Context: an optimization exercise on an open-source flow, tuned for small area and a short achievable clock period. The choices shown serve that exercise and are no tape-out recipe. RTL that was checked went through simulation tests only; none was proved equivalent to the original. No functional check of the RTL was part of run 1.

==> flow/design.v (outline; a module is shown in full before it is edited, if it fits) <==
// module lrn_fa: 4 lines
// module lrn_ha: 4 lines
// module lrn_pgi: 4 lines
// module lrn_bsel: 3 lines
// module lrn_inc: 8 lines
// module lrn_step: 15 lines
// module mapper_lrn: 1978 lines
module mapper_lrn #(
    parameter N_WIDTH = 2,     
    parameter M_WIDTH = 10,     
    parameter E_WIDTH = 6,     
    parameter F_WIDTH = 6,     
    parameter V_WIDTH = 2,     
    parameter ADDR_BUS_WIDTH = 20,     
    parameter DATA_WIDTH     = 16,     
    parameter ROW_MAJOR      = 1      
)(
    input  logic                             core_clk,                
    input  logic                             reset,                   
    input  logic                             start_normalization,     
    input  logic [N_WIDTH- 1 : 0]            dim4,                    
    input  logic [M_WIDTH- 1 : 0]            dim3,                    
    input  logic [E_WIDTH- 1 : 0]            dim2,                    
    input  logic [F_WIDTH- 1 : 0]            dim1,                    
    input  logic [V_WIDTH- 1 : 0]            padding_num,             
    input  logic                             normalized_window,    
    input  logic                             full_flag,               
    input  logic                             div_out_valid,           
    output logic [ADDR_BUS_WIDTH - 1 : 0]    r_addr,                  
    output logic                             r_enable,                
    output logic [ADDR_BUS_WIDTH - 1 : 0]    w_addr,                  
    output logic                             w_enable,                
    output logic                             normalized_layer         
);
  // ...
==> flow/flow/run.sh <==
#!/bin/bash
set -euo pipefail
bash standard.sh BUFFER_PORTS_ARGS="-buffer_cell sky130_fd_sc_hd__buf_2" finish > standard.log 2>&1
==> flow/standard.sh <==
#!/bin/bash
# synth_recipe.tcl (not shown) runs the flow's synth.tcl, then flattens the netlist and writes it again
# the make line also repeats each setting of config.mk as NAME=value (left out here)
make -C /OpenROAD-flow-scripts/flow DESIGN_CONFIG=/design/flow/config.mk WORK_HOME=/design/flow/orfs CLKGATE_MAP_FILE= SYNTH_SCRIPT=/design/flow/synth_recipe.tcl "${@:-finish}"
==> flow/config.mk <==
export PLATFORM = sky130hd
export DESIGN_NAME = mapper_lrn
export DESIGN_NICKNAME = mapper_lrn
export VERILOG_FILES = /design/flow/design.v
export SDC_FILE = /design/flow/constraint.sdc
export NUM_CORES = 4
export LEC_CHECK = 0
export CAP_MARGIN = 20
export CORE_MARGIN = 2
export CORE_UTILIZATION = 40
export SETUP_SLACK_MARGIN = 4
export SLEW_MARGIN = 20
export SYNTH_HIERARCHICAL = 1
export SYNTH_MINIMUM_KEEP_SIZE = 0
==> flow/constraint.sdc <==
create_clock -name core_clock -period 20.0 [get_ports {core_clk}]
set_input_delay 4.0000 -clock core_clock [delete_from_list [all_inputs] [get_ports {core_clk}]]
set_output_delay 4.0000 -clock core_clock [all_outputs]
set_load 0.01 [all_outputs]
==> results.py, run 1 <==
metrics = {
    "detailed_routing": {
        "drt-total-wl_mm": 51.54,
    },
    "critical_path": {
        "cp.depth": 31,
        "r2r_start": "normalized_pixels_count[2]$_DFFE_PP0P_",
        "critPathCapture": "w_addr[17]",
    },
    "outcome": {
        "status": "timing/DRC/antenna clean",
    },
    "logic_synthesis": {
        "post-synth-top-count-cell": "nand2_1",
        "yosys.area_share.adder_pct": 54.99,
        "synth_fp_nets": 2897,
        "synth_edf_count": 0,
        "synth_top_cell_by_area": "fa_1",
        "synth.avg_cell_area_um2": 9.196,
    },
    "layout": {
        "multi_input_area_share_pct": 78.87,
        "reg_top3": "normalized_pixels_count: 22 flops, idx3_r: 10 flops, idx3_w: 10 flops",
        "fin_area_um2": 22570,
        "seq_cells": 76,
        "final_common_cell": "nand2_1",
        "clkbuf_count": 12,
    },
    "worst_hold_path": {
        "hp-start": "idx3_r[6]$_DFFE_PP0P_",
        "min_to": "idx3_r[6]$_DFFE_PP0P_",
    },
    "floorplanning": {
        "die_h_um": 231.5,
        "rows": 83,
        "tap-cell-count": 680,
    },
    "timing": {
        "period_share_pct": 79.20,
        "setup_violations": 0,
        "rsz0062_at_grt": "true",
    },
    "grt": {
        "grt_pass1_wl_mm": 85.26,
        "grt_pass1_vias": 16440,
    },
    "clock_network": {
        "cts_hold_buf": 0,
    },
}
==> run 2, diff against run 1 <==
--- a/flow/design.v
+++ b/flow/design.v
@@ -5,16 +5,22 @@
 module lrn_ha (input logic a, input logic b, output logic s, output logic co);
     assign s  = a ^ b;
     assign co = a & b;
 endmodule
 module lrn_pgi (input logic a, input logic b, output logic p, output logic g);
     assign p = a ^ b;
     assign g = ~(a | b);
 endmodule
+module lrn_xor2 (input logic a, input logic b, output logic y);
+    assign y = a ^ b;
+endmodule
+module lrn_nor2 (input logic a, input logic b, output logic y);
+    assign y = ~(a | b);
+endmodule
 module lrn_bsel (input logic one, input logic two, input logic a, input logic b, input logic neg, output logic y);
     assign y = ((one & a) | (two & b)) ^ neg;
 endmodule
 module lrn_inc #(parameter W = 4) (input logic [W-1:0] a, output logic [W:0] y);
     logic [W:0] c;
     assign c[0] = 1'b1;
     for (genvar i = 0; i < W; i++) begin : g_bit
         lrn_ha u_ha (.a(a[i]), .b(c[i]), .s(y[i]), .co(c[i+1]));
@@ -126,26 +132,31 @@
     lrn_fa u50 (.a(s48), .b(s49), .c(c46), .s(s50), .co(c50));
     lrn_fa u51 (.a(n18), .b(n23), .c(n28), .s(s51), .co(c51));
     lrn_fa u52 (.a(n33), .b(c47), .c(s51), .s(s52), .co(c52));
     lrn_fa u53 (.a(c48), .b(s52), .c(c49), .s(s53), .co(c53));
     lrn_fa u54 (.a(n24), .b(n29), .c(n34), .s(s54), .co(c54));
     lrn_fa u55 (.a(c51), .b(s54), .c(c52), .s(s55), .co(c55));
     lrn_fa u56 (.a(n30), .b(n35), .c(c54), .s(s56), .co(c56));
     assign n57 = ~n1;
-    lrn_pgi u58 (.a(n2), .b(n7), .p(p58), .g(g58));
+    lrn_xor2 u58x (.a(n2), .b(n7), .y(p58));
+    lrn_nor2 u58n (.a(n2), .b(n7), .y(g58));
     assign n59 = ~s37;
     assign n60 = ~s39;
     assign n61 = ~s42;
     assign n62 = ~s46;
     assign n63 = ~s50;
-    lrn_pgi u64 (.a(c50), .b(s53), .p(p64), .g(g64));
-    lrn_pgi u65 (.a(c53), .b(s55), .p(p65), .g(g65));
-    lrn_pgi u66 (.a(c55), .b(s56), .p(p66), .g(g66));
-    lrn_pgi u67 (.a(n36), .b(c56), .p(p67), .g(g67));
+    lrn_xor2 u64x (.a(c50), .b(s53), .y(p64));
+    lrn_nor2 u64n (.a(c50), .b(s53), .y(g64));
+    lrn_xor2 u65x (.a(c53), .b(s55), .y(p65));
+    lrn_nor2 u65n (.a(c53), .b(s55), .y(g65));
+    lrn_xor2 u66x (.a(c55), .b(s56), .y(p66));
+    lrn_nor2 u66n (.a(c55), .b(s56), .y(g66));
+    lrn_xor2 u67x (.a(n36), .b(c56), .y(p67));
+    lrn_nor2 u67n (.a(n36), .b(c56), .y(g67));
     assign n68 = p58 & n57;
     assign n69 = n60 & n59;
     assign n70 = n62 & n61;
     assign n71 = p64 & n63;
     assign n72 = p66 & g65;
     assign n73 = g66 | n72;
     assign n74 = p66 & p65;
     assign n75 = n59 & g58;
@@ -218,27 +229,37 @@
     lrn_fa u142 (.a(n133), .b(n113), .c(n122), .s(s142), .co(c142));
     lrn_fa u143 (.a(n134), .b(n114), .c(n123), .s(s143), .co(c143));
     lrn_fa u144 (.a(n135), .b(n115), .c(n124), .s(s144), .co(c144));
     lrn_fa u145 (.a(n136), .b(n116), .c(n125), .s(s145), .co(c145));
     lrn_fa u146 (.a(n137), .b(n117), .c(n126), .s(s146), .co(c146));
     lrn_fa u147 (.a(n138), .b(n118), .c(n127), .s(s147), .co(c147));
     lrn_fa u148 (.a(n139), .b(n119), .c(n128), .s(s148), .co(c148));
     lrn_fa u149 (.a(n140), .b(n120), .c(n129), .s(s149), .co(c149));
-    lrn_pgi u150 (.a(n111), .b(n131), .p(p150), .g(g150));
+    lrn_xor2 u150x (.a(n111), .b(n131), .y(p150));
+    lrn_nor2 u150n (.a(n111), .b(n131), .y(g150));
     assign n151 = ~s141;
-    lrn_pgi u152 (.a(c141), .b(s142), .p(p152), .g(g152));
-    lrn_pgi u153 (.a(c142), .b(s143), .p(p153), .g(g153));
-    lrn_pgi u154 (.a(c143), .b(s144), .p(p154), .g(g154));
-    lrn_pgi u155 (.a(c144), .b(s145), .p(p155), .g(g155));
-    lrn_pgi u156 (.a(c145), .b(s146), .p(p156), .g(g156));
-    lrn_pgi u157 (.a(c146), .b(s147), .p(p157), .g(g157));
-    lrn_pgi u158 (.a(c147), .b(s148), .p(p158), .g(g158));
-    lrn_pgi u159 (.a(c148), .b(s149), .p(p159), .g(g159));
-    lrn_pgi u160 (.a(n130), .b(c149), .p(p160), .g(g160));
+    lrn_xor2 u152x (.a(c141), .b(s142), .y(p152));
+    lrn_nor2 u152n (.a(c141), .b(s142), .y(g152));
+    lrn_xor2 u153x (.a(c142), .b(s143), .y(p153));
+    lrn_nor2 u153n (.a(c142), .b(s143), .y(g153));
+    lrn_xor2 u154x (.a(c143), .b(s144), .y(p154));
+    lrn_nor2 u154n (.a(c143), .b(s144), .y(g154));
+    lrn_xor2 u155x (.a(c144), .b(s145), .y(p155));
+    lrn_nor2 u155n (.a(c144), .b(s145), .y(g155));
+    lrn_xor2 u156x (.a(c145), .b(s146), .y(p156));
+    lrn_nor2 u156n (.a(c145), .b(s146), .y(g156));
+    lrn_xor2 u157x (.a(c146), .b(s147), .y(p157));
+    lrn_nor2 u157n (.a(c146), .b(s147), .y(g157));
+    lrn_xor2 u158x (.a(c147), .b(s148), .y(p158));
+    lrn_nor2 u158n (.a(c147), .b(s148), .y(g158));
+    lrn_xor2 u159x (.a(c148), .b(s149), .y(p159));
+    lrn_nor2 u159n (.a(c148), .b(s149), .y(g159));
+    lrn_xor2 u160x (.a(n130), .b(c149), .y(p160));
+    lrn_nor2 u160n (.a(n130), .b(c149), .y(g160));
     assign n161 = n151 & g150;
     assign n162 = n151 & p150;
     assign n163 = p153 & g152;
     assign n164 = g153 | n163;
     assign n165 = p153 & p152;
     assign n166 = p155 & g154;
     assign n167 = g155 | n166;
     assign n168 = p155 & p154;
@@ -613,35 +634,49 @@
     lrn_fa u537 (.a(n316), .b(n327), .c(n357), .s(s537), .co(c537));
     lrn_fa u538 (.a(n338), .b(n348), .c(c532), .s(s538), .co(c538));
     lrn_fa u539 (.a(s537), .b(c533), .c(c534), .s(s539), .co(c539));
     lrn_fa u540 (.a(s538), .b(c535), .c(s539), .s(s540), .co(c540));
     lrn_fa u541 (.a(n328), .b(n358), .c(n339), .s(s541), .co(c541));
     lrn_fa u542 (.a(n349), .b(c537), .c(s541), .s(s542), .co(c542));
     lrn_fa u543 (.a(c538), .b(s542), .c(c539), .s(s543), .co(c543));
     assign n544 = ~s401;
-    lrn_pgi u545 (.a(n222), .b(s403), .p(p545), .g(g545));
+    lrn_xor2 u545x (.a(n222), .b(s403), .y(p545));
+    lrn_nor2 u545n (.a(n222), .b(s403), .y(g545));
     assign n546 = ~s407;
     assign n547 = ~s413;
     assign n548 = ~s421;
     assign n549 = ~s431;
-    lrn_pgi u550 (.a(c431), .b(s441), .p(p550), .g(g550));
-    lrn_pgi u551 (.a(c441), .b(s451), .p(p551), .g(g551));
-    lrn_pgi u552 (.a(s460), .b(s461), .p(p552), .g(g552));
-    lrn_pgi u553 (.a(c461), .b(s471), .p(p553), .g(g553));
-    lrn_pgi u554 (.a(c471), .b(s481), .p(p554), .g(g554));
-    lrn_pgi u555 (.a(c481), .b(s491), .p(p555), .g(g555));
+    lrn_xor2 u550x (.a(c431), .b(s441), .y(p550));
+    lrn_nor2 u550n (.a(c431), .b(s441), .y(g550));
+    lrn_xor2 u551x (.a(c441), .b(s451), .y(p551));
+    lrn_nor2 u551n (.a(c441), .b(s451), .y(g551));
+    lrn_xor2 u552x (.a(s460), .b(s461), .y(p552));
+    lrn_nor2 u552n (.a(s460), .b(s461), .y(g552));
+    lrn_xor2 u553x (.a(c461), .b(s471), .y(p553));
+    lrn_nor2 u553n (.a(c461), .b(s471), .y(g553));
+    lrn_xor2 u554x (.a(c471), .b(s481), .y(p554));
+    lrn_nor2 u554n (.a(c471), .b(s481), .y(g554));
+    lrn_xor2 u555x (.a(c481), .b(s491), .y(p555));
+    lrn_nor2 u555n (.a(c481), .b(s491), .y(g555));
     assign n556 = ~s501;
-    lrn_pgi u557 (.a(c501), .b(s510), .p(p557), .g(g557));
-    lrn_pgi u558 (.a(c510), .b(s518), .p(p558), .g(g558));
-    lrn_pgi u559 (.a(c518), .b(s525), .p(p559), .g(g559));
-    lrn_pgi u560 (.a(c525), .b(s531), .p(p560), .g(g560));
-    lrn_pgi u561 (.a(c531), .b(s536), .p(p561), .g(g561));
-    lrn_pgi u562 (.a(c536), .b(s540), .p(p562), .g(g562));
-    lrn_pgi u563 (.a(c540), .b(s543), .p(p563), .g(g563));
+    lrn_xor2 u557x (.a(c501), .b(s510), .y(p557));
+    lrn_nor2 u557n (.a(c501), .b(s510), .y(g557));
+    lrn_xor2 u558x (.a(c510), .b(s518), .y(p558));
+    lrn_nor2 u558n (.a(c510), .b(s518), .y(g558));
+    lrn_xor2 u559x (.a(c518), .b(s525), .y(p559));
+    lrn_nor2 u559n (.a(c518), .b(s525), .y(g559));
+    lrn_xor2 u560x (.a(c525), .b(s531), .y(p560));
+    lrn_nor2 u560n (.a(c525), .b(s531), .y(g560));
+    lrn_xor2 u561x (.a(c531), .b(s536), .y(p561));
+    lrn_nor2 u561n (.a(c531), .b(s536), .y(g561));
+    lrn_xor2 u562x (.a(c536), .b(s540), .y(p562));
+    lrn_nor2 u562n (.a(c536), .b(s540), .y(g562));
+    lrn_xor2 u563x (.a(c540), .b(s543), .y(p563));
+    lrn_nor2 u563n (.a(c540), .b(s543), .y(g563));
     assign n564 = p545 & n544;
     assign n565 = n547 & n546;
     assign n566 = n549 & n548;
     assign n567 = p551 & g550;
     assign n568 = g551 | n567;
     assign n569 = p551 & p550;
     assign n570 = p553 & g552;
     assign n571 = g553 | n570;
@@ -762,18 +797,20 @@
     assign n686 = ~dim1[1];
     assign n687 = ~dim1[2];
     assign n688 = ~dim1[3];
     assign n689 = ~dim1[4];
     assign n690 = ~dim1[5];
     assign n691 = ~padding_num[0];
     assign n692 = ~padding_num[1];
     assign n693 = ~n685;
-    lrn_pgi u694 (.a(n686), .b(n691), .p(p694), .g(g694));
-    lrn_pgi u695 (.a(n687), .b(n692), .p(p695), .g(g695));
+    lrn_xor2 u694x (.a(n686), .b(n691), .y(p694));
+    lrn_nor2 u694n (.a(n686), .b(n691), .y(g694));
+    lrn_xor2 u695x (.a(n687), .b(n692), .y(p695));
+    lrn_nor2 u695n (.a(n687), .b(n692), .y(g695));
     assign n696 = ~n688;
     assign n697 = ~n689;
     assign n698 = ~n690;
     assign n699 = p694 & n693;
     assign n700 = n696 & g695;
     assign n701 = n696 & p695;
     assign n702 = n698 & n697;
     assign n703 = p695 & g694;
@@ -794,18 +831,20 @@
     assign n718 = ~dim2[1];
     assign n719 = ~dim2[2];
     assign n720 = ~dim2[3];
     assign n721 = ~dim2[4];
     assign n722 = ~dim2[5];
     assign n723 = ~padding_num[0];
     assign n724 = ~padding_num[1];
     assign n725 = ~n717;
-    lrn_pgi u726 (.a(n718), .b(n723), .p(p726), .g(g726));
-    lrn_pgi u727 (.a(n719), .b(n724), .p(p727), .g(g727));
+    lrn_xor2 u726x (.a(n718), .b(n723), .y(p726));
+    lrn_nor2 u726n (.a(n718), .b(n723), .y(g726));
+    lrn_xor2 u727x (.a(n719), .b(n724), .y(p727));
+    lrn_nor2 u727n (.a(n719), .b(n724), .y(g727));
     assign n728 = ~n720;
     assign n729 = ~n721;
     assign n730 = ~n722;
     assign n731 = p726 & n725;
     assign n732 = n728 & g727;
     assign n733 = n728 & p727;
     assign n734 = n730 & n729;
     assign n735 = p727 & g726;
@@ -856,27 +895,37 @@
     lrn_fa u780 (.a(n771), .b(n751), .c(n760), .s(s780), .co(c780));
     lrn_fa u781 (.a(n772), .b(n752), .c(n761), .s(s781), .co(c781));
     lrn_fa u782 (.a(n773), .b(n753), .c(n762), .s(s782), .co(c782));
     lrn_fa u783 (.a(n774), .b(n754), .c(n763), .s(s783), .co(c783));
     lrn_fa u784 (.a(n775), .b(n755), .c(n764), .s(s784), .co(c784));
     lrn_fa u785 (.a(n776), .b(n756), .c(n765), .s(s785), .co(c785));
     lrn_fa u786 (.a(n777), .b(n757), .c(n766), .s(s786), .co(c786));
     lrn_fa u787 (.a(n778), .b(n758), .c(n767), .s(s787), .co(c787));
-    lrn_pgi u788 (.a(n749), .b(n769), .p(p788), .g(g788));
+    lrn_xor2 u788x (.a(n749), .b(n769), .y(p788));
+    lrn_nor2 u788n (.a(n749), .b(n769), .y(g788));
     assign n789 = ~s779;
-    lrn_pgi u790 (.a(c779), .b(s780), .p(p790), .g(g790));
-    lrn_pgi u791 (.a(c780), .b(s781), .p(p791), .g(g791));
-    lrn_pgi u792 (.a(c781), .b(s782), .p(p792), .g(g792));
-    lrn_pgi u793 (.a(c782), .b(s783), .p(p793), .g(g793));
-    lrn_pgi u794 (.a(c783), .b(s784), .p(p794), .g(g794));
-    lrn_pgi u795 (.a(c784), .b(s785), .p(p795), .g(g795));
-    lrn_pgi u796 (.a(c785), .b(s786), .p(p796), .g(g796));
-    lrn_pgi u797 (.a(c786), .b(s787), .p(p797), .g(g797));
-    lrn_pgi u798 (.a(n768), .b(c787), .p(p798), .g(g798));
+    lrn_xor2 u790x (.a(c779), .b(s780), .y(p790));
+    lrn_nor2 u790n (.a(c779), .b(s780), .y(g790));
+    lrn_xor2 u791x (.a(c780), .b(s781), .y(p791));
+    lrn_nor2 u791n (.a(c780), .b(s781), .y(g791));
+    lrn_xor2 u792x (.a(c781), .b(s782), .y(p792));
+    lrn_nor2 u792n (.a(c781), .b(s782), .y(g792));
+    lrn_xor2 u793x (.a(c782), .b(s783), .y(p793));
+    lrn_nor2 u793n (.a(c782), .b(s783), .y(g793));
+    lrn_xor2 u794x (.a(c783), .b(s784), .y(p794));
+    lrn_nor2 u794n (.a(c783), .b(s784), .y(g794));
+    lrn_xor2 u795x (.a(c784), .b(s785), .y(p795));
+    lrn_nor2 u795n (.a(c784), .b(s785), .y(g795));
+    lrn_xor2 u796x (.a(c785), .b(s786), .y(p796));
+    lrn_nor2 u796n (.a(c785), .b(s786), .y(g796));
+    lrn_xor2 u797x (.a(c786), .b(s787), .y(p797));
+    lrn_nor2 u797n (.a(c786), .b(s787), .y(g797));
+    lrn_xor2 u798x (.a(n768), .b(c787), .y(p798));
+    lrn_nor2 u798n (.a(n768), .b(c787), .y(g798));
     assign n799 = n789 & g788;
     assign n800 = n789 & p788;
     assign n801 = p791 & g790;
     assign n802 = g791 | n801;
     assign n803 = p791 & p790;
     assign n804 = p793 & g792;
     assign n805 = g793 | n804;
     assign n806 = p793 & p792;
@@ -984,26 +1033,31 @@
     lrn_fa u908 (.a(c903), .b(s907), .c(c904), .s(s908), .co(c908));
     lrn_fa u909 (.a(n881), .b(n886), .c(n876), .s(s909), .co(c909));
     lrn_fa u910 (.a(n891), .b(c905), .c(s909), .s(s910), .co(c910));
     lrn_fa u911 (.a(c906), .b(s910), .c(c907), .s(s911), .co(c911));
     lrn_fa u912 (.a(n887), .b(n882), .c(n892), .s(s912), .co(c912));
     lrn_fa u913 (.a(c909), .b(s912), .c(c910), .s(s913), .co(c913));
     lrn_fa u914 (.a(n888), .b(n893), .c(c912), .s(s914), .co(c914));
     assign n915 = ~n859;
-    lrn_pgi u916 (.a(n860), .b(n865), .p(p916), .g(g916));
+    lrn_xor2 u916x (.a(n860), .b(n865), .y(p916));
+    lrn_nor2 u916n (.a(n860), .b(n865), .y(g916));
     assign n917 = ~s895;
     assign n918 = ~s897;
     assign n919 = ~s900;
     assign n920 = ~s904;
     assign n921 = ~s908;
-    lrn_pgi u922 (.a(c908), .b(s911), .p(p922), .g(g922));
-    lrn_pgi u923 (.a(c911), .b(s913), .p(p923), .g(g923));
-    lrn_pgi u924 (.a(c913), .b(s914), .p(p924), .g(g924));
-    lrn_pgi u925 (.a(n894), .b(c914), .p(p925), .g(g925));
+    lrn_xor2 u922x (.a(c908), .b(s911), .y(p922));
+    lrn_nor2 u922n (.a(c908), .b(s911), .y(g922));
+    lrn_xor2 u923x (.a(c911), .b(s913), .y(p923));
+    lrn_nor2 u923n (.a(c911), .b(s913), .y(g923));
+    lrn_xor2 u924x (.a(c913), .b(s914), .y(p924));
+    lrn_nor2 u924n (.a(c913), .b(s914), .y(g924));
+    lrn_xor2 u925x (.a(n894), .b(c914), .y(p925));
+    lrn_nor2 u925n (.a(n894), .b(c914), .y(g925));
     assign n926 = p916 & n915;
     assign n927 = n918 & n917;
     assign n928 = n920 & n919;
     assign n929 = p922 & n921;
     assign n930 = p924 & g923;
     assign n931 = g924 | n930;
     assign n932 = p924 & p923;
     assign n933 = n917 & g916;
@@ -1393,35 +1447,45 @@
     lrn_fa u1317 (.a(n1064), .b(n1075), .c(n1105), .s(s1317), .co(c1317));
     lrn_fa u1318 (.a(n1086), .b(n1096), .c(c1312), .s(s1318), .co(c1318));
     lrn_fa u1319 (.a(s1317), .b(c1313), .c(c1314), .s(s1319), .co(c1319));
     lrn_fa u1320 (.a(s1318), .b(c1315), .c(s1319), .s(s1320), .co(c1320));
     lrn_fa u1321 (.a(n1076), .b(n1106), .c(n1087), .s(s1321), .co(c1321));
     lrn_fa u1322 (.a(n1097), .b(c1317), .c(s1321), .s(s1322), .co(c1322));
     lrn_fa u1323 (.a(c1318), .b(s1322), .c(c1319), .s(s1323), .co(c1323));
     assign n1324 = ~s1164;
-    lrn_pgi u1325 (.a(s1167), .b(s1168), .p(p1325), .g(g1325));
+    lrn_xor2 u1325x (.a(s1167), .b(s1168), .y(p1325));
+    lrn_nor2 u1325n (.a(s1167), .b(s1168), .y(g1325));
     assign n1326 = ~s1174;
     assign n1327 = ~s1182;
     assign n1328 = ~s1192;
     assign n1329 = ~s1204;
     assign n1330 = ~s1216;
-    lrn_pgi u1331 (.a(c1216), .b(s1227), .p(p1331), .g(g1331));
+    lrn_xor2 u1331x (.a(c1216), .b(s1227), .y(p1331));
+    lrn_nor2 u1331n (.a(c1216), .b(s1227), .y(g1331));
     assign n1332 = ~s1238;
     assign n1333 = ~s1249;
     assign n1334 = ~s1260;
     assign n1335 = ~s1271;
-    lrn_pgi u1336 (.a(c1271), .b(s1281), .p(p1336), .g(g1336));
-    lrn_pgi u1337 (.a(c1281), .b(s1290), .p(p1337), .g(g1337));
-    lrn_pgi u1338 (.a(c1290), .b(s1298), .p(p1338), .g(g1338));
-    lrn_pgi u1339 (.a(c1298), .b(s1305), .p(p1339), .g(g1339));
-    lrn_pgi u1340 (.a(c1305), .b(s1311), .p(p1340), .g(g1340));
-    lrn_pgi u1341 (.a(c1311), .b(s1316), .p(p1341), .g(g1341));
-    lrn_pgi u1342 (.a(c1316), .b(s1320), .p(p1342), .g(g1342));
-    lrn_pgi u1343 (.a(c1320), .b(s1323), .p(p1343), .g(g1343));
+    lrn_xor2 u1336x (.a(c1271), .b(s1281), .y(p1336));
+    lrn_nor2 u1336n (.a(c1271), .b(s1281), .y(g1336));
+    lrn_xor2 u1337x (.a(c1281), .b(s1290), .y(p1337));
+    lrn_nor2 u1337n (.a(c1281), .b(s1290), .y(g1337));
+    lrn_xor2 u1338x (.a(c1290), .b(s1298), .y(p1338));
+    lrn_nor2 u1338n (.a(c1290), .b(s1298), .y(g1338));
+    lrn_xor2 u1339x (.a(c1298), .b(s1305), .y(p1339));
+    lrn_nor2 u1339n (.a(c1298), .b(s1305), .y(g1339));
+    lrn_xor2 u1340x (.a(c1305), .b(s1311), .y(p1340));
+    lrn_nor2 u1340n (.a(c1305), .b(s1311), .y(g1340));
+    lrn_xor2 u1341x (.a(c1311), .b(s1316), .y(p1341));
+    lrn_nor2 u1341n (.a(c1311), .b(s1316), .y(g1341));
+    lrn_xor2 u1342x (.a(c1316), .b(s1320), .y(p1342));
+    lrn_nor2 u1342n (.a(c1316), .b(s1320), .y(g1342));
+    lrn_xor2 u1343x (.a(c1320), .b(s1323), .y(p1343));
+    lrn_nor2 u1343n (.a(c1320), .b(s1323), .y(g1343));
     assign n1344 = p1325 & n1324;
     assign n1345 = n1327 & n1326;
     assign n1346 = n1329 & n1328;
     assign n1347 = p1331 & n1330;
     assign n1348 = n1333 & n1332;
     assign n1349 = n1335 & n1334;
     assign n1350 = p1337 & g1336;
     assign n1351 = g1337 | n1350;
@@ -1534,25 +1598,34 @@
     assign n1458 = ~(dim4[1] & dim3[3]);
     assign n1459 = ~(dim4[1] & dim3[4]);
     assign n1460 = ~(dim4[1] & dim3[5]);
     assign n1461 = ~(dim4[1] & dim3[6]);
     assign n1462 = ~(dim4[1] & dim3[7]);
     assign n1463 = ~(dim4[1] & dim3[8]);
     assign n1464 = ~(dim4[1] & dim3[9]);
     assign n1465 = ~n1445;
-    lrn_pgi u1466 (.a(n1446), .b(n1455), .p(p1466), .g(g1466));
-    lrn_pgi u1467 (.a(n1447), .b(n1456), .p(p1467), .g(g1467));
-    lrn_pgi u1468 (.a(n1448), .b(n1457), .p(p1468), .g(g1468));
-    lrn_pgi u1469 (.a(n1449), .b(n1458), .p(p1469), .g(g1469));
-    lrn_pgi u1470 (.a(n1450), .b(n1459), .p(p1470), .g(g1470));
-    lrn_pgi u1471 (.a(n1451), .b(n1460), .p(p1471), .g(g1471));
-    lrn_pgi u1472 (.a(n1452), .b(n1461), .p(p1472), .g(g1472));
-    lrn_pgi u1473 (.a(n1453), .b(n1462), .p(p1473), .g(g1473));
-    lrn_pgi u1474 (.a(n1454), .b(n1463), .p(p1474), .g(g1474));
+    lrn_xor2 u1466x (.a(n1446), .b(n1455), .y(p1466));
+    lrn_nor2 u1466n (.a(n1446), .b(n1455), .y(g1466));
+    lrn_xor2 u1467x (.a(n1447), .b(n1456), .y(p1467));
+    lrn_nor2 u1467n (.a(n1447), .b(n1456), .y(g1467));
+    lrn_xor2 u1468x (.a(n1448), .b(n1457), .y(p1468));
+    lrn_nor2 u1468n (.a(n1448), .b(n1457), .y(g1468));
+    lrn_xor2 u1469x (.a(n1449), .b(n1458), .y(p1469));
+    lrn_nor2 u1469n (.a(n1449), .b(n1458), .y(g1469));
+    lrn_xor2 u1470x (.a(n1450), .b(n1459), .y(p1470));
+    lrn_nor2 u1470n (.a(n1450), .b(n1459), .y(g1470));
+    lrn_xor2 u1471x (.a(n1451), .b(n1460), .y(p1471));
+    lrn_nor2 u1471n (.a(n1451), .b(n1460), .y(g1471));
+    lrn_xor2 u1472x (.a(n1452), .b(n1461), .y(p1472));
+    lrn_nor2 u1472n (.a(n1452), .b(n1461), .y(g1472));
+    lrn_xor2 u1473x (.a(n1453), .b(n1462), .y(p1473));
+    lrn_nor2 u1473n (.a(n1453), .b(n1462), .y(g1473));
+    lrn_xor2 u1474x (.a(n1454), .b(n1463), .y(p1474));
+    lrn_nor2 u1474n (.a(n1454), .b(n1463), .y(g1474));
     assign n1475 = ~n1464;
     assign n1476 = p1466 & n1465;
     assign n1477 = p1468 & g1467;
     assign n1478 = g1468 | n1477;
     assign n1479 = p1468 & p1467;
     assign n1480 = p1470 & g1469;
     assign n1481 = g1470 | n1480;
     assign n1482 = p1470 & p1469;
==> flow/config.mk (replaced) <==
export PLATFORM = sky130hd
export DESIGN_NAME = mapper_lrn
export DESIGN_NICKNAME = mapper_lrn
export VERILOG_FILES = /design/flow/design.v
export SDC_FILE = /design/flow/constraint.sdc
export NUM_CORES = 4
export LEC_CHECK = 0
export CAP_MARGIN = 20
export CORE_MARGIN = 2
export CORE_UTILIZATION = 40
export SETUP_SLACK_MARGIN = 3.5
export SLEW_MARGIN = 20
export SYNTH_HIERARCHICAL = 1
export SYNTH_MINIMUM_KEEP_SIZE = 0
==> results.py, run 2 <==
metrics = {
    "floorplanning": {
        "start_util_pct": 40.41,
        "die_h_um": 228.7,
        "die-width_um": 228.7,
        "dieArea_um2": 52290,
        "io_pins": 75,
        "fp.coreArea_um2": 49970,
        "rows": 82,
    },
    "grt": {
        "grt_max_degree": 77,
        "overflow": 0,
        "grt_antenna_before_repair": 3,
        "grt_pass1_vias": 16410,
        "grt_pass1_wl_mm": 84.43,
        "track_usage_pct": 20.01,
    },
    "placed_design": {
        "gp_congestion": 0.8466,
        "placed_area_um2": 20790,
        "place_inst": 2777,
        "dpl_worst_slack_ns": 2.842,
        "port_buffers": 74,
        "hpwl_mm": 40.05,
    },
    "layout": {
        "nets": 2712,
        "final_cell_mix": "nand2_1, fa_1, nor2_1",
        "final_common_cell": "nand2_1",
        "reg_top3": "normalized_pixels_count: 22 flops, idx3_r: 10 flops, idx3_w: 10 flops",
        "multiInputGateArea_um2": 17390,
        "stdcell_count": 2810,
        "seqCellArea_um2": 1902,
        "regMostFlops": "normalized_pixels_count",
        "drive_gt1_share_pct": 9.401,
        "largest_reg_flops": 22,
        "fill_cells": 4885,
        "area_growth_pct": 6.191,
        "antenna_cells": 0,
        "fin_area_um2": 21440,
    },
    "clock_network": {
        "clock-sinks": 76,
        "cts.path.max_buffers": 2,
        "path_clk_slew_ns": 0.06,
        "cts_hold_buf": 0,
        "numCtsBuffers": 9,
        "cts_tree": "yes",
        "root_buffer": "clkbuf_16",
        "cts_htree_levels": 3,
        "clock_latency_ns": 0.36,
    },
    "logic_synthesis": {
        "synth_fp_nets": 2761,
        "synth_top_cell_by_area": "fa_1",
        "async_flop_share_pct": 100.0,
        "ys_warn_count": 7,
        "ys_types": 64,
        "synthTopCellsByCount": "nand2_1, fa_1, nor2_1",
        "synth_edf_count": 0,
        "synth_flop_cell": "dfrtp_1",
        "synth.avg_cell_area_um2": 9.253,
        "post-synth-top-count-cell": "nand2_1",
        "yosys-top-cells-area": "fa_1, nand2_1, dfrtp_1",
        "ys_seq_area_share_pct": 9.420,
        "synth_top_cell_area_share_pct": 48.88,
        "netlist_instances": 2182,
        "ys_ff_latch": 76,
        "syn_area_um2": 20190,
    },
    "run": {
        "cap_violations": 0,
    },
    "timing": {
        "maxSlewHeadroom_pct": 28.05,
        "rsz0062_at_grt": "true",
        "hold_viol": 0,
        "worst_pin_slew_ns": 1.076,
        "fin_tns_setup_ns": 0,
        "setup_violations": 0,
        "finClkSkew_ns": 0.01757,
        "fin_ws_ns": 3.828,
        "finalCriticalPeriod_ns": 16.17,
        "period_share_pct": 80.86,
        "fmax_ghz": 0.06183,
        "holdWs_ns": 0.4822,
        "slew_violations": 0,
    },
    "critical_path": {
        "cp_top_family": "adder cells",
        "r2r_slack_ns": 12.50,
        "critPathCapture": "w_addr[17]",
        "r2r_start": "normalized_pixels_count[2]$_DFFE_PP0P_",
        "rr_worst_depth": 18,
        "critPathSlowestCell": "fa_2",
        "r2r-end": "normalized_pixels_count[21]$_DFFE_PP0P_",
        "start_kind": "primary input",
        "endpoint_kind": "output pin",
        "crit_path_start": "padding_num[0]",
        "crit_top_cell": "fa_1",
        "path_max_fanout": 7,
        "critical_path_class": "primary input to output pin",
        "slowest_delay_ns": 0.58,
        "crit_arrival_ns": 12.17,
        "critPathRequiredTime_ns": 16.00,
        "cp.buffers_inverters": 4,
        "cp.depth": 28,
    },
    "detailed_routing": {
        "vias_per_cell": 5.222,
        "drt-total-wl_mm": 49.35,
        "wl_per_cell_um": 17.56,
        "drtIter0Drc": 817,
        "vias": 14670,
        "drcViolationCount": 0,
        "ant_nets": 0,
        "dr.pass1.iters": 5,
    },
    "outcome": {
        "status": "timing/DRC/antenna clean",
    },
    "worst_hold_path": {
        "hold_path_class": "register to register",
        "holdPathStages": 2,
    },
}
## run 2: worst register-to-register path: cells and delay by family (launching register included)
kind                     cells  cell delay (ns)
flip-flops                   1             0.45
AND/OR/NAND/NOR              6             1.71
adder cells (fa/ha/maj)     12             5.17
## run 2: worst min-delay path by stage
stage | slack (ns) | from | end
floorplan | 0.45 | idx3_r[0]$_DFFE_PP0P_ | idx3_r[0]$_DFFE_PP0P_
global placement | 0.46 | idx3_r[2]$_DFFE_PP0P_ | idx3_r[2]$_DFFE_PP0P_
detailed placement | 0.47 | idx3_r[6]$_DFFE_PP0P_ | idx3_r[6]$_DFFE_PP0P_
CTS | 0.48 | idx3_r[6]$_DFFE_PP0P_ | idx3_r[6]$_DFFE_PP0P_
global route | 0.51 | idx3_r[5]$_DFFE_PP0P_ | idx3_r[5]$_DFFE_PP0P_
finish | 0.48 | idx3_r[9]$_DFFE_PP0P_ | idx3_r[9]$_DFFE_PP0P_
## run 2: area by class of cell
| cell class | count | area share (%) |
|---|---|---|
| clock inverters | 7 | 0.2918 |
| flip-flops and latches | 76 | 8.871 |
| repair buffers | 123 | 3.542 |
| well taps | 672 | 3.922 |
| inverters | 65 | 1.196 |
| multi-input cells | 1858 | 81.13 |
| clock buffers | 9 | 1.050 |
## run 2: Yosys stat by module, one instance, submodules excluded, excerpt
module | cells | flops+latches | cell area (µm²)
lrn_fa | 1 | 0 | 20.02
lrn_xor2 | 1 | 0 | 8.758
mapper_lrn | 1525 | 76 | 9144
lrn_ha | 1 | 0 | 12.51
lrn_nor2 | 1 | 0 | 3.754
## run 2: logic make-up after synthesis
family | Yosys count | synth area share [%]
and+or+nand+nor | 970 | 19.34
adders and majority gates | 547 | 52.23
buffers and inverters | 248 | 5.627
xor gates and xnor gates | 177 | 7.678
AOI/OAI and AO/OA | 146 | 4.642
DFF | 76 | 9.420
muxes | 14 | 0.9916
other | 4 | 0.07435
## run 2: timing repair
item | 4_1_cts | 5_1_grt
setup buffers | 2 | 15
endpoints found under the hold margin | 0 | 0
resized for setup | 12 | 33
endpoints found under the setup margin | 8 | 9
pin swaps | 0 | 3
## run 2: stage by stage
| stage | util [%] |
|---|---|
| final | 42.91 |
| after global routing | 42.91 |
| after CTS | 42.36 |
| after detailed placement | 41.61 |
| after global placement | 41.61 |
| after floorplan | - |
## run 2: metal layers
layer / global-route usage (%) / up-vias / wire (µm) / share of wire [%]
met5: 0 / - / 13 / 0.026
li1: - / 6580 / - / -
met1: 26.50 / 7769 / 21080 / 43
met4: 3.023 / 2 / 535 / 1.1
met2: 36.10 / 292 / 25980 / 53
met3: 2.071 / 30 / 1742 / 3.5
==> run 3, diff against run 2 <==
--- a/flow/config.mk
+++ b/flow/config.mk
@@ -10,3 +10,3 @@
 export CORE_UTILIZATION = 40
-export SETUP_SLACK_MARGIN = 3.5
+export SETUP_SLACK_MARGIN = 4
 export SLEW_MARGIN = 20
==> results.py, run 3 <==
metrics = {
    "logic_synthesis": {
        "synth.avg_cell_area_um2": 9.253,
        "ys_seq_area_share_pct": 9.420,
        "netlist_instances": 2182,
        "ys_warn_count": 7,
        "async_flop_share_pct": 100.0,
        "post-synth-top-count-cell": "nand2_1",
        "yosys-top-cells-area": "fa_1, nand2_1, dfrtp_1",
        "synth_flop_cell": "dfrtp_1",
        "synth_fp_nets": 2761,
        "synthTopCellsByCount": "nand2_1, fa_1, nor2_1",
        "ys_ff_latch": 76,
        "syn_area_um2": 20190,
        "synth_top_cell_by_area": "fa_1",
        "synth_top_cell_area_share_pct": 48.88,
        "synth_edf_count": 0,
        "ys_types": 64,
    },
    "run": {
        "cap_violations": 0,
    },
    "grt": {
        "grt_max_degree": 77,
        "grt_antenna_before_repair": 3,
        "grt_pass1_wl_mm": 83.48,
        "track_usage_pct": 19.91,
        "grt_pass1_vias": 16130,
        "overflow": 0,
    },
    "timing": {
        "fmax_ghz": 0.06267,
        "holdWs_ns": 0.4805,
        "fin_ws_ns": 4.043,
        "worst_pin_slew_ns": 1.052,
        "period_share_pct": 79.79,
        "maxSlewHeadroom_pct": 29.87,
        "fin_tns_setup_ns": 0,
        "rsz0062_at_grt": "true",
        "slew_violations": 0,
        "setup_violations": 0,
        "finClkSkew_ns": 0.008909,
        "hold_viol": 0,
        "finalCriticalPeriod_ns": 15.96,
    },
    "clock_network": {
        "cts_htree_levels": 3,
        "cts.path.max_buffers": 2,
        "clock-sinks": 76,
        "clock_latency_ns": 0.36,
        "path_clk_slew_ns": 0.05,
        "cts_tree": "yes",
        "root_buffer": "clkbuf_16",
        "numCtsBuffers": 9,
    },
    "placed_design": {
        "dpl_worst_slack_ns": 3.059,
        "gp_congestion": 0.8470,
        "port_buffers": 74,
        "placed_area_um2": 20820,
        "hpwl_mm": 40.12,
    },
    "floorplanning": {
        "die_h_um": 228.7,
        "die-width_um": 228.7,
        "dieArea_um2": 52290,
        "rows": 82,
        "io_pins": 75,
        "fp.coreArea_um2": 49970,
        "start_util_pct": 40.41,
    },
    "layout": {
        "fin_area_um2": 22180,
        "final_common_cell": "nand2_1",
        "largest_reg_flops": 22,
        "regMostFlops": "normalized_pixels_count",
        "nets": 2746,
        "area_growth_pct": 9.847,
        "drive_gt1_share_pct": 13.67,
        "final_cell_mix": "nand2_1, fa_1, nor2_1",
        "reg_top3": "normalized_pixels_count: 22 flops, idx3_r: 10 flops, idx3_w: 10 flops",
    },
    "detailed_routing": {
        "ant_nets": 0,
        "vias": 14840,
        "drt-total-wl_mm": 50.31,
        "drcViolationCount": 0,
        "drtIter0Drc": 832,
        "vias_per_cell": 5.217,
        "wl_per_cell_um": 17.68,
        "dr.pass1.iters": 5,
    },
    "critical_path": {
        "start_kind": "primary input",
        "slowest_delay_ns": 0.54,
        "critPathRequiredTime_ns": 16.00,
        "critPathSlowestCell": "fa_2",
        "path_max_fanout": 5,
        "endpoint_kind": "output pin",
        "crit_arrival_ns": 11.96,
        "crit_top_cell": "fa_2",
        "critical_path_class": "primary input to output pin",
    },
    "outcome": {
        "status": "timing/DRC/antenna clean",
    },
    "worst_hold_path": {
        "hold_path_class": "register to register",
    },
}
run 3: cell count changes in the layout (fill, tap and decap cells not counted), sizes merged, moves of 2 or more:
cell	delta
buf	+33
clkinv	+4
clkbuf	+2
inv	-4
clkinvlp	-2
run 3: area by class of cell:
cell class              count  area, µm²
clock inverters             6      62.56
clock buffers              10      239.0
fillers                  4837      27790
flip-flops and latches     76       1902
multi-input cells        1858      17680
well taps                 672      840.8
inverters                  65      267.8
repair buffers            157       1180
diodes                      1      2.502
run 3: critical path, delay by kind of cell:
kind | cells | cell delay, ns
adders and majority gates | 15 | 5.91
buffers and inverters | 5 | 0.71
and+or+nand+nor | 6 | 0.64
AOI/OAI and AO/OA | 2 | 0.36
xor gates and xnor gates | 2 | 0.33
run 3: logic make-up (layout without fill, tap and decap cells):
group | count (synthesis) | in the layout | share of synthesized area (%)
AO/OA/AOI/OAI | 146 | 146 | 4.642
XOR/XNOR | 177 | 177 | 7.678
adder cells (fa/ha/maj) | 547 | 547 | 52.23
buffers and inverters | 248 | 238 | 5.627
flip-flops | 76 | 76 | 9.420
multiplexers | 14 | 14 | 0.9916
other | 4 | 5 | 0.07435
AND/OR/NAND/NOR | 970 | 970 | 19.34
run 3: worst paths after layout:
kind / from / end / slack [ns] / cells after the start
min in group asynchronous: reset / idx3_w[5]$_DFFE_PP0P_ / 3.84 / 3
min: idx3_r[8]$_DFFE_PP0P_ / idx3_r[8]$_DFFE_PP0P_ / 0.48 / 2
max in group asynchronous: reset / idx2_w[3]$_DFFE_PP0P_ / 15.65 / 3
max reg2reg: normalized_pixels_count[2]$_DFFE_PP0P_ / normalized_pixels_count[11]$_DFFE_PP0P_ / 12.63 / 18
max: padding_num[0] / w_addr[17] / 4.04 / 30
min reg2reg: idx3_r[8]$_DFFE_PP0P_ / idx3_r[8]$_DFFE_PP0P_ / 0.48 / 2
run 3: per-module statistics from Yosys, one instance, submodules excluded, excerpt:
module | flip-flops and latches | cell area, µm² | times used
lrn_nor2 | 0 | 3.754 | 65
mapper_lrn | 76 | 9144 | 1
lrn_xor2 | 0 | 8.758 | 67
lrn_ha | 0 | 12.51 | 24
lrn_fa | 0 | 20.02 | 493
run 3: through the flow:
stage	instances	utilization (%)
floorplan	2182	-
CTS	2809	42.85
detailed placement	2780	41.67
finish	2845	44.39
global placement	2780	41.67
global route	2844	44.38
run 3: repair_timing:
item / 4_1_cts / 5_1_grt
hold buffers: 0 / 0
setup endpoints to repair: 10 / 9
setup buffers: 13 / 33
cloned: 0 / 2
gates resized for setup: 40 / 118
pin swaps: 4 / 55
run 3: per-layer routing:
metal  part of all wire [%]  track usage [%]  up-vias
met3                    3.8            2.545       50
met4                    1.5            3.656        2
met5                  0.022                0        -
met1                     43            26.41     7842
li1                       -                -     6643
met2                     51            35.23      304
==> run 4, diff against run 3 <==
==> flow/flow/run.sh (replaced) <==
#!/bin/bash
set -euo pipefail
bash standard.sh BUFFER_PORTS_ARGS="-buffer_cell sky130_fd_sc_hd__buf_1" finish > standard.log 2>&1
--- a/flow/config.mk
+++ b/flow/config.mk
@@ -10,2 +10,3 @@
 export CORE_UTILIZATION = 40
+export CTS_BUF_LIST = sky130_fd_sc_hd__clkbuf_8
 export SETUP_SLACK_MARGIN = 4
==> results.py, run 4 <==
metrics = {
    "timing": {
        "worst_pin_slew_ns": 1.072,
        "rsz0062_at_grt": "true",
        "period_share_pct": 79.61,
        "finalCriticalPeriod_ns": 15.92,
        "setup_violations": 0,
        "hold_viol": 0,
        "finClkSkew_ns": 0.01838,
        "holdWs_ns": 0.4856,
        "fin_tns_setup_ns": 0,
        "slew_violations": 0,
        "fmax_ghz": 0.06280,
        "maxSlewHeadroom_pct": 28.54,
    },
    "detailed_routing": {
        "vias": 14880,
        "vias_per_cell": 5.242,
        "wl_per_cell_um": 17.60,
        "drtIter0Drc": 939,
        "ant_nets": 0,
        "drt-total-wl_mm": 49.98,
        "drcViolationCount": 0,
        "dr.pass1.iters": 7,
    },
    "clock_network": {
        "cts_hold_buf": 0,
        "cts.path.max_buffers": 2,
        "cts_tree": "yes",
        "clock_latency_ns": 0.39,
        "root_buffer": "clkbuf_8",
        "cts_htree_levels": 3,
        "numCtsBuffers": 9,
        "clock-sinks": 76,
        "path_clk_slew_ns": 0.08,
    },
    "floorplanning": {
        "die_h_um": 228.7,
        "fp.coreArea_um2": 49970,
        "start_util_pct": 40.41,
        "io_pins": 75,
        "rows": 82,
        "dieArea_um2": 52290,
        "die-width_um": 228.7,
    },
    "layout": {
        "multiInputGateArea_um2": 17650,
        "area_growth_pct": 8.509,
        "regMostFlops": "normalized_pixels_count",
        "final_cell_mix": "nand2_1, fa_1, nor2_1",
        "fill_cells": 4875,
        "fin_util_pct": 43.84,
        "largest_reg_flops": 22,
        "nets": 2740,
        "reg_top3": "normalized_pixels_count: 22 flops, idx3_r: 10 flops, idx3_w: 10 flops",
        "stdcell_count": 2839,
        "drive_gt1_share_pct": 10.39,
        "seqCellArea_um2": 1902,
        "final_common_cell": "nand2_1",
    },
    "logic_synthesis": {
        "ys_seq_area_share_pct": 9.420,
        "yosys.area_share.adder_pct": 52.23,
        "yosys.area_share.simple_pct": 19.34,
        "synthTopCellsByCount": "nand2_1, fa_1, nor2_1",
        "ys_ff_latch": 76,
        "ys_warn_count": 7,
        "synth_compound_area_share_pct": 4.642,
        "synth_top_cell_area_share_pct": 48.88,
        "post-synth-top-count-cell": "nand2_1",
        "synth_edf_count": 0,
        "synth_top_family_by_area": "adder cells",
        "async_flop_share_pct": 100.0,
        "ys_types": 64,
        "synth_flop_cell": "dfrtp_1",
        "synth_fp_nets": 2761,
        "synthXorXnorAreaFrac_pct": 7.678,
        "netlist_instances": 2182,
        "syn_area_um2": 20190,
        "synth_top_cell_by_area": "fa_1",
        "synth.avg_cell_area_um2": 9.253,
        "synthMuxAreaShare_pct": 0.9916,
        "yosys-top-cells-area": "fa_1, nand2_1, dfrtp_1",
    },
    "critical_path": {
        "endpoint_kind": "output pin",
        "critical_path_class": "primary input to output pin",
        "path_max_fanout": 7,
        "crit_top_cell": "fa_2",
        "critPathRequiredTime_ns": 16.00,
        "slowest_delay_ns": 0.57,
        "critPathSlowestCell": "fa_1",
        "start_kind": "primary input",
        "crit_arrival_ns": 11.92,
    },
    "outcome": {
        "status": "timing/DRC/antenna clean",
    },
    "placed_design": {
        "place_inst": 2781,
        "hpwl_mm": 39.67,
        "gp_congestion": 0.8410,
        "port_buffers": 74,
    },
    "grt": {
        "track_usage_pct": 19.82,
        "grt_pass1_wl_mm": 83.77,
        "grt_max_degree": 77,
        "overflow": 0,
        "grt_pass1_vias": 16270,
        "grt_antenna_before_repair": 2,
    },
    "run": {
        "cap_violations": 0,
    },
    "worst_hold_path": {
        "hold_path_class": "register to register",
    },
}
-- run 4: cell count changes in the layout (fill, tap and decap cells not counted), moves of 3 or more --
cell	before	now
nand2_2	5	2
clkbuf_8	1	10
clkbuf_2	0	4
buf_1	0	49
fa_1	456	471
clkbuf_4	2	5
fa_2	37	22
buf_2	66	10
nand2_1	735	738
buf_6	13	4
clkbuf_16	10	3
-- run 4: cells by family after synthesis --
kind of cell / Yosys count
muxes: 14
buffers and inverters: 248
DFF: 76
and+or+nand+nor: 970
other: 4
adders and majority gates: 547
AOI/OAI and AO/OA: 146
xor gates and xnor gates: 177
-- run 4: modules after synthesis (local to each module, per instance), a selection --
module | area (µm²) | flip-flops and latches
lrn_fa | 20.02 | 0
lrn_ha | 12.51 | 0
lrn_nor2 | 3.754 | 0
lrn_xor2 | 8.758 | 0
mapper_lrn | 9144 | 76
-- run 4: path summary, 6_finish.rpt --
path,from,endpoint,slack (ns),cells past startpoint
worst min-delay path,idx3_r[0]$_DFFE_PP0P_,idx3_r[0]$_DFFE_PP0P_,0.49,2
min in group asynchronous,reset,normalized_pixels_count[19]$_DFFE_PP0P_,3.78,3
worst min register to register,idx3_r[0]$_DFFE_PP0P_,idx3_r[0]$_DFFE_PP0P_,0.49,2
max in group asynchronous,reset,idx2_r[1]$_DFFE_PP0P_,15.70,3
worst max register to register,normalized_pixels_count[2]$_DFFE_PP0P_,normalized_pixels_count[19]$_DFFE_PP0P_,12.61,18
worst max-delay path,padding_num[1],w_addr[17],4.08,31
-- run 4: critical path: cells and delay by family --
| family | cells | cell delay (ns) |
|---|---|---|
| AO/OA/AOI/OAI | 3 | 0.40 |
| XOR/XNOR | 3 | 0.50 |
| adder cells (fa/ha/maj) | 14 | 5.67 |
| buffers and inverters | 4 | 0.56 |
| AND/OR/NAND/NOR | 7 | 0.79 |
-- run 4: timing repair --
item	in CTS	in global routing
pin swaps	2	38
endpoints found under the setup margin	14	11
gates resized for setup	61	106
setup buffers	7	30
endpoints found under the hold margin	0	0
gates cloned	0	4
-- run 4: final cells by class --
cell class,instances,area share [%]
diodes,1,0.01142
clock buffers,9,0.5654
clock inverters,7,0.2342
inverters,65,1.211
multi-input cells,1858,80.57
flip-flops and latches,76,8.681
well taps,672,3.838
repair buffers,151,4.889
-- run 4: routing by layer --
| metal | GRT usage, % | vias to the layer above | wire length, µm |
|---|---|---|---|
| met4 | 4.269 | 2 | 816 |
| met3 | 2.183 | 50 | 2132 |
| met1 | 26.65 | 7843 | 21720 |
| li1 | - | 6641 | - |
| met2 | 34.61 | 346 | 25300 |
| met5 | 0 | - | 13 |
-- run 4: per-stage QoR --
step,instance area [µm²],worst slack [ns]
after global placement,20740,2.871
after CTS,21170,3.848
after global routing,21910,3.754
after detailed placement,20740,2.595
final,21910,4.077
after floorplan,20200,4.033
==> run 5, diff against run 4 <==
--- a/flow/config.mk
+++ b/flow/config.mk
@@ -11,3 +11,3 @@
 export CTS_BUF_LIST = sky130_fd_sc_hd__clkbuf_8
-export SETUP_SLACK_MARGIN = 4
+export SETUP_SLACK_MARGIN = 3
 export SLEW_MARGIN = 20
==> results.py, run 5 <==
metrics = {
    "detailed_routing": {
        "ant_nets": 0,
        "vias_per_cell": 5.257,
        "drt-total-wl_mm": 48.73,
        "vias": 14720,
        "drtIter0Drc": 960,
        "drcViolationCount": 0,
        "wl_per_cell_um": 17.40,
        "dr.pass1.iters": 5,
    },
    "grt": {
        "grt_max_degree": 77,
        "grt_pass1_wl_mm": 82.86,
        "track_usage_pct": 19.75,
        "grt_antenna_before_repair": 1,
        "overflow": 0,
        "grt_pass1_vias": 15950,
    },
    "logic_synthesis": {
        "synth_fp_nets": 2761,
        "ys_ff_latch": 76,
        "netlist_instances": 2182,
        "synth_flop_cell": "dfrtp_1",
        "synthTopCellsByCount": "nand2_1, fa_1, nor2_1",
        "synth_edf_count": 0,
        "synth.avg_cell_area_um2": 9.253,
        "ys_seq_area_share_pct": 9.420,
        "synth_top_cell_by_area": "fa_1",
        "ys_warn_count": 7,
        "yosys-top-cells-area": "fa_1, nand2_1, dfrtp_1",
        "async_flop_share_pct": 100.0,
        "post-synth-top-count-cell": "nand2_1",
        "ys_types": 64,
        "syn_area_um2": 20190,
        "synth_top_cell_area_share_pct": 48.88,
    },
    "outcome": {
        "status": "timing/DRC/antenna clean",
    },
    "critical_path": {
        "critPathCapture": "w_addr[19]",
        "crit_top_cell": "fa_1",
        "endpoint_kind": "output pin",
        "critPathSlowestCell": "o41ai_1",
        "start_kind": "primary input",
        "crit_arrival_ns": 12.55,
        "critPathRequiredTime_ns": 16.00,
        "crit_path_start": "padding_num[1]",
        "path_max_fanout": 14,
        "rr_worst_depth": 18,
        "slowest_delay_ns": 0.65,
        "critical_path_class": "primary input to output pin",
        "r2r_start": "normalized_pixels_count[2]$_DFFE_PP0P_",
        "r2r-end": "normalized_pixels_count[21]$_DFFE_PP0P_",
        "r2r_slack_ns": 12.56,
    },
    "placed_design": {
        "hpwl_mm": 39.83,
        "gp_congestion": 0.8701,
        "port_buffers": 74,
    },
    "clock_network": {
        "clock-sinks": 76,
        "clock_latency_ns": 0.39,
        "cts.path.max_buffers": 2,
        "numCtsBuffers": 9,
        "cts_htree_levels": 3,
        "cts_hold_buf": 0,
        "path_clk_slew_ns": 0.08,
        "root_buffer": "clkbuf_8",
        "cts_tree": "yes",
    },
    "layout": {
        "area_growth_pct": 4.096,
        "antenna_cells": 0,
        "regMostFlops": "normalized_pixels_count",
        "largest_reg_flops": 22,
        "final_common_cell": "nand2_1",
        "drive_gt1_share_pct": 4.746,
        "nets": 2702,
        "reg_top3": "normalized_pixels_count: 22 flops, idx3_r: 10 flops, idx3_w: 10 flops",
        "final_cell_mix": "nand2_1, fa_1, nor2_1",
    },
    "timing": {
        "finalCriticalPeriod_ns": 16.55,
        "period_share_pct": 82.76,
        "slew_violations": 0,
        "hold_viol": 0,
        "finClkSkew_ns": 0.01123,
        "worst_pin_slew_ns": 1.064,
        "fin_tns_setup_ns": 0,
        "setup_violations": 0,
        "fmax_ghz": 0.06042,
        "holdWs_ns": 0.4856,
        "rsz0062_at_grt": "false",
        "maxSlewHeadroom_pct": 28.82,
    },
    "floorplanning": {
        "fp.coreArea_um2": 49970,
        "die-width_um": 228.7,
        "start_util_pct": 40.41,
        "dieArea_um2": 52290,
        "die_h_um": 228.7,
        "rows": 82,
        "io_pins": 75,
    },
    "run": {
        "cap_violations": 0,
    },
    "worst_hold_path": {
        "hp-start": "idx3_r[1]$_DFFE_PP0P_",
        "hold_path_class": "register to register",
    },
}
[run 5: cell counts after synthesis]
Identical to the previous run, type by type.
[run 5: cell families after synthesis]
group                    Yosys count  share of synthesized area [%]
buffers and inverters            248                          5.627
adder cells (fa/ha/maj)          547                          52.23
AO/OA/AOI/OAI                    146                          4.642
flip-flops                        76                          9.420
AND/OR/NAND/NOR                  970                          19.34
XOR/XNOR                         177                          7.678
other                              4                        0.07435
multiplexers                      14                         0.9916
[run 5: worst min path at each step]
stage | to | slack, ns | depth (start not counted)
6_report | idx3_r[1]$_DFFE_PP0P_ | 0.49 | 2
5_1_grt | idx3_r[2]$_DFFE_PP0P_ | 0.52 | 2
4_1_cts | idx3_r[9]$_DFFE_PP0P_ | 0.49 | 2
3_5_place_dp | idx3_r[6]$_DFFE_PP0P_ | 0.47 | 2
3_3_place_gp | idx3_r[3]$_DFFE_PP0P_ | 0.46 | 2
2_1_floorplan | idx3_r[0]$_DFFE_PP0P_ | 0.45 | 2
[run 5: per-module statistics from Yosys (local to each module, per instance), a selection]
module,cell area (µm²),cells,flops+latches
mapper_lrn,9144,1525,76
lrn_ha,12.51,1,0
lrn_xor2,8.758,1,0
lrn_nor2,3.754,1,0
lrn_fa,20.02,1,0
[run 5: per-layer routing]
layer | up-vias | track usage [%] | wire [µm]
li1 | 6560 | - | -
met1 | 7832 | 26.35 | 20800
met2 | 278 | 34.74 | 25180
met3 | 48 | 2.620 | 1973
met4 | 2 | 3.472 | 765
met5 | - | 0 | 12
[run 5: area by class of cell]
cell class              instances  area (µm²)
fillers                      4939       28950
multi-input cells            1858       17240
well taps                     672       840.8
repair buffers                113       604.3
clock buffers                   9       123.9
clock inverters                 7       57.56
flip-flops and latches         76        1902
inverters                      65       245.2
[run 5: what timing repair did]
item	CTS	global route
pin swaps	0	2
gates resized for setup	4	12
setup endpoints to repair	6	7
buffers inserted	0	3
[run 5: critical path, delay by kind of cell]
kind	cells	cell delay, ns
buf+inv	5	0.94
fa+ha+maj	13	5.71
compound gates	2	0.74
simple gates	6	0.63
xor+xnor	2	0.36
mux	1	0.17
[run 5: metrics by stage]
| step | instance area, µm² | utilization, % | worst slack (ns) | std cells |
|---|---|---|---|---|
| after detailed placement | 20730 | 41.49 | 2.532 | 2781 |
| after global placement | 20730 | 41.49 | 2.745 | 2781 |
| final | 21020 | 42.06 | 3.448 | 2800 |
| after floorplan | 20190 | - | 3.815 | 2182 |
| after CTS | 20920 | 41.88 | 3.094 | 2797 |
| after global routing | 21020 | 42.06 | 3.030 | 2800 |
==> run 6, diff against run 5 <==
--- a/flow/config.mk
+++ b/flow/config.mk
@@ -9,5 +9,5 @@
 export CORE_MARGIN = 2
-export CORE_UTILIZATION = 40
+export CORE_UTILIZATION = 50
 export CTS_BUF_LIST = sky130_fd_sc_hd__clkbuf_8
-export SETUP_SLACK_MARGIN = 3
+export SETUP_SLACK_MARGIN = 3.5
 export SLEW_MARGIN = 20
==> results.py, run 6 <==
metrics = {
    "logic_synthesis": {
        "synth_edf_count": 0,
        "synth_top_cell_area_share_pct": 48.88,
        "synth.avg_cell_area_um2": 9.253,
        "ys_types": 64,
        "synth_fp_nets": 2761,
        "synth_top_cell_by_area": "fa_1",
        "ys_ff_latch": 76,
        "netlist_instances": 2182,
        "synth_flop_cell": "dfrtp_1",
        "syn_area_um2": 20190,
        "ys_warn_count": 7,
        "ys_seq_area_share_pct": 9.420,
        "post-synth-top-count-cell": "nand2_1",
        "yosys-top-cells-area": "fa_1, nand2_1, dfrtp_1",
        "async_flop_share_pct": 100.0,
        "synthTopCellsByCount": "nand2_1, fa_1, nor2_1",
    },
    "grt": {
        "gr-usage-met2_pct": 43.32,
        "track_usage_pct": 24.65,
        "grt_pass1_wl_mm": 81.28,
        "met1_usage_pct": 33.35,
        "busiest_layer": "met2",
        "grt_antenna_before_repair": 3,
        "overflow": 0,
        "grt_pass1_vias": 15880,
        "use_met3_pct": 3.023,
        "grt_max_degree": 56,
    },
    "floorplanning": {
        "io_pins": 75,
        "rows": 73,
        "fp.coreArea_um2": 39820,
        "start_util_pct": 50.70,
        "dieArea_um2": 42000,
        "die-width_um": 204.9,
        "die_h_um": 204.9,
    },
    "placed_design": {
        "place_inst": 2633,
        "dpl_worst_slack_ns": 2.474,
        "port_buffers": 74,
        "gp_congestion": 0.8597,
        "hpwl_mm": 39.69,
    },
    "detailed_routing": {
        "dr.pass1.iters": 5,
        "drcViolationCount": 0,
        "vias_per_cell": 5.470,
        "wl_per_cell_um": 18.17,
        "vias": 14560,
        "drtIter0Drc": 750,
        "ant_nets": 0,
        "drt-total-wl_mm": 48.38,
    },
    "layout": {
        "stdcell_count": 2662,
        "fill_cells": 3756,
        "area_growth_pct": 4.375,
        "largest_reg_flops": 22,
        "reg_top3": "normalized_pixels_count: 22 flops, idx3_r: 10 flops, idx3_w: 10 flops",
        "drive_gt1_share_pct": 6.467,
        "nets": 2708,
        "regMostFlops": "normalized_pixels_count",
        "final_common_cell": "nand2_1",
        "final_cell_mix": "nand2_1, fa_1, nor2_1",
    },
    "critical_path": {
        "r2r_start": "normalized_pixels_count[1]$_DFFE_PP0P_",
        "critPathRequiredTime_ns": 16.00,
        "endpoint_kind": "output pin",
        "critical_path_class": "primary input to output pin",
        "rr_worst_depth": 18,
        "crit_top_cell": "fa_1",
        "crit_arrival_ns": 12.20,
        "critPathSlowestCell": "fa_1",
        "slowest_delay_ns": 0.57,
        "start_kind": "primary input",
        "r2r-end": "normalized_pixels_count[6]$_DFFE_PP0P_",
        "path_max_fanout": 14,
        "r2r_slack_ns": 12.57,
    },
    "clock_network": {
        "root_buffer": "clkbuf_8",
        "cts_tree": "yes",
        "cts_htree_levels": 3,
        "cts_hold_buf": 0,
        "clock_latency_ns": 0.38,
        "path_clk_slew_ns": 0.08,
        "clock-sinks": 76,
        "numCtsBuffers": 9,
        "cts.path.max_buffers": 2,
    },
    "timing": {
        "period_share_pct": 81.00,
        "fin_tns_setup_ns": 0,
        "hold_viol": 0,
        "slew_violations": 0,
        "fmax_ghz": 0.06173,
        "rsz0062_at_grt": "true",
        "fin_ws_ns": 3.801,
        "worst_pin_slew_ns": 1.042,
        "finalCriticalPeriod_ns": 16.20,
        "finClkSkew_ns": 0.01985,
        "maxSlewHeadroom_pct": 30.26,
        "setup_violations": 0,
    },
    "outcome": {
        "status": "timing/DRC/antenna clean",
    },
    "run": {
        "cap_violations": 0,
    },
    "worst_hold_path": {
        "hold_path_class": "register to register",
        "holdPathStages": 2,
        "min_to": "idx3_r[5]$_DFFE_PP0P_",
        "hp-start": "idx3_r[5]$_DFFE_PP0P_",
    },
}
[run 6: worst max-delay path by stage]
stage,startpoint,end,depth (start not counted)
after global placement,dim2[1],w_addr[17],28
after floorplan,dim2[1],w_addr[17],29
final,dim2[2],w_addr[17],31
after CTS,dim3[4],w_addr[17],29
after detailed placement,dim2[1],w_addr[17],28
after global routing,dim2[2],w_addr[17],31
[run 6: cell type report]
cell class                      count  area (µm²)  area share (%)
Multi-Input combinational cell   1858       17390           82.53
Sequential cell                    76        1902           9.025
Timing Repair Buffer              119       658.1           3.123
Tap cell                          525       656.9           3.117
Inverter                           65       249.0           1.182
Clock buffer                        9       123.9          0.5878
Clock inverter                      7       85.08          0.4038
Antenna cell                        3       7.507         0.03563
[run 6: logic make-up (layout without fill, tap and decap cells)]
family,count (synthesis),after routing,synth area share [%]
mux,14,14,0.9916
compound gates,146,146,4.642
xor+xnor,177,177,7.678
flops,76,76,9.420
fa+ha+maj,547,547,52.23
other cells,4,7,0.07435
buf+inv,248,200,5.627
simple gates,970,970,19.34
[run 6: routing by layer]
layer	up-vias	share of wire, %
met1	7681	44
li1	6567	-
met5	-	0
met2	276	51
met4	0	1.3
met3	38	3.8
[run 6: per-stage QoR]
step	util (%)	hold slack, ns	cell area [µm²]
finish	52.92	0.4824	21070
global route	52.91	0.5118	21070
CTS	52.43	0.4895	20880
detailed placement	51.57	0.4700	20540
global placement	51.57	0.4647	20540
floorplan	-	0.4498	20190
[run 6: Yosys stat by module, one instance, submodules excluded, a selection]
| module | cells | area (µm²) |
|---|---|---|
| lrn_fa | 1 | 20.02 |
| lrn_ha | 1 | 12.51 |
| lrn_nor2 | 1 | 3.754 |
| lrn_xor2 | 1 | 8.758 |
| mapper_lrn | 1525 | 9144 |
[run 6: what timing repair did]
action / in CTS / in global routing
setup buffers: 6 / 4
setup endpoints to repair: 9 / 8
pin swaps: 2 / 1
gates resized for setup: 17 / 45
[run 6: critical path, delay by kind of cell]
family | cells | cell delay (ns)
buffers and inverters | 4 | 0.71
xor gates and xnor gates | 3 | 0.50
and+or+nand+nor | 7 | 0.78
adders and majority gates | 14 | 5.78
AOI/OAI and AO/OA | 3 | 0.40

what the ideal ports hide:
The flow's constraints put no driver on any port. The routed layouts listed below were extracted and timed again, unchanged, in two steps.
Step 1 assumes that a clkbuf_16 drives the clock port and a buf_2 every other input.
Step 2 times the ports against the registers' clock, not the clock port: input delays grow and output delays shrink by t, the midpoint of the rising clock arrivals with the driver on.
a / b / c = ideal ports / drivers / drivers and shift; a / b = the first two.
| run | shift t [ns] | setup slack, ns | slew at the worst register clock pin (ns) | worst slew at a driven data input, ns |
|---|---|---|---|---|
| run 1 | 0.415 | 4.160 / 4.092 / 4.092 | 0.06 / 0.06 | 0.11 |
| run 2 | 0.404 | 3.828 / 3.803 / 3.803 | 0.08 / 0.08 | 0.08 |
| run 3 | 0.402 | 4.043 / 3.974 / 3.974 | 0.06 / 0.06 | 0.07 |
| run 4 | 0.432 | 4.077 / 4.012 / 4.012 | 0.10 / 0.10 | 0.10 |
| run 5 | 0.427 | 3.448 / 3.421 / 3.421 | 0.09 / 0.09 | 0.10 |
| run 6 | 0.421 | 3.801 / 3.777 / 3.777 | 0.09 / 0.09 | 0.11 |
After both steps setup and hold are still met in every run listed. The setup slack of run 3, which loses most, moves by -0.069 ns with the drivers and by -0.069 ns with both steps.
